This is an optimization exercise on Yosys and OpenROAD, whose aim is small area, not a production implementation. RTL that was checked went through simulation tests only; none was proved equivalent to the original. The clock input has no modelled driver; a real chip could not lean on it and would need a root buffer or a full tree. Power and IR drop assume default switching activity.

==> module gGMUX_BKeys, before the edit <==
module gGMUX_BKeys (
	input	[2:0]	LVDS_IG_A_DATA	,
	input	[2:0]	LVDS_IG_B_DATA	,
	input	LVDS_IG_A_CLK			,
	input	LVDS_IG_BKL_ON			,
	input	LVDS_IG_PANEL_PWR		,
	output	[2:0]	LVDS_A_DATA		,
	output	[2:0]	LVDS_B_DATA		,
	output	LVDS_A_CLK				,
	output	LVDS_B_CLK				,
	output	LCD_BKLT_EN				,
	output	LCD_PWR_EN				,
	output	LCD_BKLT_PWM			,
	output	P3V3GPU_EN				,
	output	P1V5FB1V8GPU_R_EN		,
	output	P1V0GPU_EN				,
	output	GPUVCORE_EN				,
	output	EG_RESET_L				,
	output	LVDS_DDC_SEL_IG			,
	output	LVDS_DDC_SEL_EG 		,
	output  DP_MUX_EN				,
	output  DP_MUX_SEL_EG			,
	output  GMUX_INT				,
	input  LPC_CLK33M_GMUX 			,
	input  PLT_RESET_L				,
	input  GMUX_RESET_L
);
	assign LVDS_A_DATA[2:0] = LVDS_IG_A_DATA[2:0];
	assign LVDS_B_DATA[2:0] = LVDS_IG_B_DATA[2:0];
	assign LVDS_A_CLK	= LVDS_IG_A_CLK;
	assign LVDS_B_CLK	= LVDS_IG_A_CLK;
	assign LCD_BKLT_EN	= LVDS_IG_BKL_ON;
	assign LCD_PWR_EN	= LVDS_IG_PANEL_PWR;
	assign P3V3GPU_EN			= 0;
	assign P1V5FB1V8GPU_R_EN	= 0;
	assign P1V0GPU_EN			= 0;
	assign GPUVCORE_EN			= 0;
	assign EG_RESET_L			= 0;
	assign LVDS_DDC_SEL_IG		= 1;
	assign LVDS_DDC_SEL_EG		= 0;
	assign DP_MUX_EN 			= 1;
	assign DP_MUX_SEL_EG		= 0;
	assign GMUX_INT				= 1;
	wire clk = LPC_CLK33M_GMUX;
	wire rst = !PLT_RESET_L;
	wire line = GMUX_RESET_L;
	function [16:0] inc17(input [16:0] x);
		integer i;
		reg c;
		begin
			c = 1'b1;
			for (i = 0; i < 17; i = i + 1) begin
				inc17[i] = x[i] ^ c;
				c = c & x[i];
			end
		end
	endfunction
	reg line_d;
	always @(posedge clk) line_d <= line;
	wire edge_ev = line ^ line_d;
	localparam [16:0] CNT_Z  = 17'h0aaaa;
	localparam [16:0] CNT_S  = 17'h1eeef;
	localparam [16:0] CNT_MS = 17'h026e4;
	localparam [16:0] CNT_C  = 17'h155ab;
	localparam [16:0] CNT_MC = 17'h19ffe;
	reg [16:0] cnt;
	reg        idle;
	wire close  = !line & !line_d & (((cnt ^ CNT_C) & CNT_MC) == 17'd0);
	wire sample = !edge_ev & !idle & (((cnt ^ CNT_S) & CNT_MS) == 17'd0);
	wire cnt_force = rst | edge_ev | close;
	always @(posedge clk) begin
		cnt[16:1] <= cnt_force ? CNT_Z[16:1] : ~cnt[15:0];
		cnt[0]    <= rst ? 1'b0 : edge_ev ? 1'b1 : close ? 1'b0 : cnt[16] ^ cnt[13];
		if (rst)
			idle <= 1'b1;
		else if (edge_ev)
			idle <= 1'b0;
		else if (sample)
			idle <= 1'b1;
	end
	reg [3:0] bitn;
	reg [3:0] run;
	reg       fb0, fb1;
	wire bit_ok = (bitn == 4'd0 || bitn == 4'd1) ? 1'b1 :
	              (bitn == 4'd13) ? !line_d : line_d;
	wire full = (run == 4'd14);
	wire key_up = full & fb0 & !fb1;
	wire key_dn = full & !fb0 & fb1;
	always @(posedge clk) begin
		if (rst || close) begin
			bitn <= 4'd0;
			run  <= 4'd1;
			fb0  <= 1'b0;
			fb1  <= 1'b0;
		end else if (sample) begin
			bitn <= (bitn == 4'd13) ? 4'd0 : inc17({13'd0, bitn});
			run  <= !bit_ok ? 4'd0 : full ? run : inc17({13'd0, run});
			if (bitn == 4'd0) fb0 <= line_d;
			if (bitn == 4'd1) fb1 <= line_d;
		end
	end
	reg [1:0] lkp;
	reg [2:0] nfc;
	always @(posedge clk) begin
		if (rst)
			lkp <= 2'b00;
		else if (close) begin
			if (key_up) lkp[0] <= 1'b1;
			else if (key_dn) lkp[1] <= 1'b1;
			else if (nfc[2]) lkp <= 2'b00;
		end
	end
	always @(posedge clk) begin
		if (close) begin
			if (key_up || key_dn || nfc[2]) nfc <= 3'd0;
			else nfc <= inc17({14'd0, nfc});
		end
	end
	localparam [22:0] PRE_R = 23'h2aaaaa;
	localparam [22:0] PRE_E = 23'h554aa5;
	localparam [22:0] PRE_M = ~23'h058001;
	reg [22:0] pre;
	wire tick = ((pre ^ PRE_E) & PRE_M) == 23'd0;
	wire pre_force = rst | tick;
	always @(posedge clk) begin
		pre[22:1] <= pre_force ? PRE_R[22:1] : ~pre[21:0];
		pre[0]    <= rst ? 1'b0 : tick ? 1'b1 : pre[22] ^ pre[17];
	end
	reg [4:0] level;
	always @(posedge clk) begin
		if (rst) level <= 5'd11;
		else if (tick) begin
			if (lkp[0] && !level[4]) level <= inc17({12'd0, level});
			else if (lkp[1] && level != 5'd0) level <= ~inc17({12'd0, ~level});
		end
	end
	wire [16:0] duty =
		level[4]     ? 17'd127013 :
		(level[3:0] == 4'd0) ? 17'd0 :
		(level[3:0] == 4'd1) ? 17'd2854 :
		(level[3:0] == 4'd2) ? 17'd4281 :
		(level[3:0] == 4'd3) ? 17'd5708 :
		(level[3:0] == 4'd4) ? 17'd8563 :
		(level[3:0] == 4'd5) ? 17'd11417 :
		(level[3:0] == 4'd6) ? 17'd15698 :
		(level[3:0] == 4'd7) ? 17'd19980 :
		(level[3:0] == 4'd8) ? 17'd25688 :
		(level[3:0] == 4'd9) ? 17'd34251 :
		(level[3:0] == 4'd10) ? 17'd41386 :
		(level[3:0] == 4'd11) ? 17'd49949 :
		(level[3:0] == 4'd12) ? 17'd59939 :
		(level[3:0] == 4'd13) ? 17'd72783 :
		(level[3:0] == 4'd14) ? 17'd87054 :
		                17'd105606;
	reg [16:0] pwm_cnt;
	always @(posedge clk) begin
		if (rst) pwm_cnt <= 17'd0;
		else pwm_cnt <= inc17(pwm_cnt);
	end
	wire [16:0] ge;
	assign ge[0] = pwm_cnt[0] | ~duty[0];
	genvar gi;
	generate
		for (gi = 1; gi < 17; gi = gi + 1) begin : g_cmp
			assign ge[gi] = (pwm_cnt[gi] & ~duty[gi]) | (pwm_cnt[gi] & ge[gi-1]) | (~duty[gi] & ge[gi-1]);
		end
	endgenerate
	assign LCD_BKLT_PWM = ~ge[16];
endmodule
==> flow/config.mk <==
export PLATFORM = sky130hd
export DESIGN_NAME = gGMUX_BKeys
export DESIGN_NICKNAME = gGMUX_BKeys
export VERILOG_FILES = /design/flow/design.v
export SDC_FILE = /design/flow/constraint.sdc
export NUM_CORES = 4
export LEC_CHECK = 0
export CAP_MARGIN = 20
export CORE_MARGIN = 2
export CORE_UTILIZATION = 40
export SLEW_MARGIN = 20
==> flow/constraint.sdc <==
create_clock -name core_clock -period 10.0 [get_ports {LPC_CLK33M_GMUX}]
set_input_delay 2.0000 -clock core_clock [delete_from_list [all_inputs] [get_ports {LPC_CLK33M_GMUX}]]
set_output_delay 2.0000 -clock core_clock [all_outputs]
set_load 0.01 [all_outputs]
standard.sh (not shown) runs the stock make flow with config.mk's settings and CLKGATE_MAP_FILE= SYNTH_SCRIPT=/design/flow/synth_recipe.tcl, a recipe that flattens the netlist after the stock synthesis.
==> flow/flow/run.sh <==
#!/bin/bash
# Own layout flow: the standard flow (standard.sh) with three changes,
# all through ORFS's own variables:
#  - synthesis maps the logic with an area-oriented ABC script
#    (flow/abc_area.script in place of abc_speed.script) and leaves adders
#    to ABC too (ADDER_MAP_FILE empty); registers are mapped as before;
#  - clock tree: one clock buffer drives all register clock pins
#    (flow/manual_cts.tcl in place of clock_tree_synthesis in cts.tcl);
#  - constant outputs share one tie cell per value (SKIP_REPAIR_TIE_FANOUT)
#    and ports are buffered with buf_1 (BUFFER_PORTS_ARGS);
#  - everything else is ORFS's scripts unchanged.
set -euo pipefail
W=$(pwd)
S="$W/scripts"
rm -rf "$S"
mkdir -p "$S"
for f in "$FLOW_HOME"/scripts/*; do ln -s "$f" "$S"/; done
rm -f "$S/abc_speed.script" "$S/cts.tcl"
cp "$W/flow/abc_area.script" "$S/abc_speed.script"
cp "$W/flow/manual_cts.tcl" "$S/manual_cts.tcl"
sed 's|^log_cmd clock_tree_synthesis {\*}\$cts_args$|source $::env(SCRIPTS_DIR)/manual_cts.tcl\nmanual_cts|' \
  "$FLOW_HOME/scripts/cts.tcl" > "$S/cts.tcl"
grep -q '^manual_cts$' "$S/cts.tcl"
export MANUAL_CTS_BUF=sky130_fd_sc_hd__buf_8
export MANUAL_CTS_GROUPS=4
bash "$W/standard.sh" SCRIPTS_DIR="$S" ADDER_MAP_FILE= SKIP_REPAIR_TIE_FANOUT=1 \
  BUFFER_PORTS_ARGS="-buffer_cell sky130_fd_sc_hd__buf_1" finish > "$W/flow_make.log" 2>&1
Other scripts of this flow, unchanged in this note and not shown: flow/flow/abc_area.script, flow/flow/manual_cts.tcl
Change:
--- a/flow/design.v
+++ b/flow/design.v
@@ -81,10 +81,13 @@
 	reg [3:0] bitn;
 	reg [3:0] run;
-	reg       fb0, fb1;
-	wire bit_ok = (bitn == 4'd0 || bitn == 4'd1) ? 1'b1 :
-	              (bitn == 4'd13) ? !line_d : line_d;
+	reg       fb0;
+	wire pos0  = (bitn == 4'd0);
+	wire pos1  = (bitn == 4'd1);
+	wire pos13 = (bitn == 4'd13);
+	wire flip  = pos0 & (line_d ^ fb0);
+	wire bit_ok = pos0 | (pos1 ? (line_d ^ fb0) : pos13 ? !line_d : line_d);
 	wire full = (run == 4'd14);
-	wire key_up = full & fb0 & !fb1;
-	wire key_dn = full & !fb0 & fb1;
+	wire key_up = full & fb0;
+	wire key_dn = full & !fb0;
 	always @(posedge clk) begin
 		if (rst || close) begin
@@ -92,10 +95,15 @@
 			run  <= 4'd1;
 			fb0  <= 1'b0;
-			fb1  <= 1'b0;
 		end else if (sample) begin
-			bitn <= (bitn == 4'd13) ? 4'd0 : inc17({13'd0, bitn});
-			run  <= !bit_ok ? 4'd0 : full ? run : inc17({13'd0, run});
-			if (bitn == 4'd0) fb0 <= line_d;
-			if (bitn == 4'd1) fb1 <= line_d;
+			bitn <= pos13 ? 4'd0 : inc17({13'd0, bitn});
+			if (!bit_ok)
+				run <= 4'd0;
+			else if (flip && full)
+				run <= 4'd13;
+			else if (flip && run == 4'd12)
+				run <= 4'd14;
+			else if (!full)
+				run <= inc17({13'd0, run});
+			if (pos0) fb0 <= line_d;
 		end
 	end
Wire length is higher by 6.8%.
Cell area is higher by 2.6%.
First-iteration DRC count is unchanged.
Setup slack degrades by 120 ps.
Global-route usage is higher by 0.34 points.
Area after synthesis is higher by 2.5%.
Total power is lower by 1.2%.
Sequential cell count is lower by 1.
Utilization is lower by 0.65 points.
Via count is higher by 10%.
Die area is higher by 2.4%.
Only the layout flow was run in the second run of this note; the RTL was not checked for function there. In every run of this note, the design's own scripts or RTL, not TritonCTS, make the clock network.

==> re-timing with driven ports <==
How much do the figures lean on ideal ports? The routed layouts below were timed once more, with nothing changed but the port constraints. Step 1 (the two cells are an assumption about what drives the block):
set clk [get_ports {LPC_CLK33M_GMUX}]
set_driving_cell -lib_cell sky130_fd_sc_hd__clkbuf_16 $clk
set_driving_cell -lib_cell sky130_fd_sc_hd__buf_2 [delete_from_list [all_inputs] $clk]
Step 2, shift: input delay + t, output delay - t, t = (earliest + latest rising clock arrival at the registers) / 2. This alone moves slack from input paths to output paths. Three values: ideal, step 1, step 2; two values: the first two.
| run | t (ns) | setup slack, ns | hold WS [ns] |
|---|---|---|---|
| the first run | 0.205 | 4.360 / 4.286 / 4.490 | 0.393 / 0.392 / 0.392 |
| the second run | 0.202 | 4.237 / 4.163 / 4.365 | 0.395 / 0.395 / 0.395 |
After both steps every run listed still meets setup and hold.
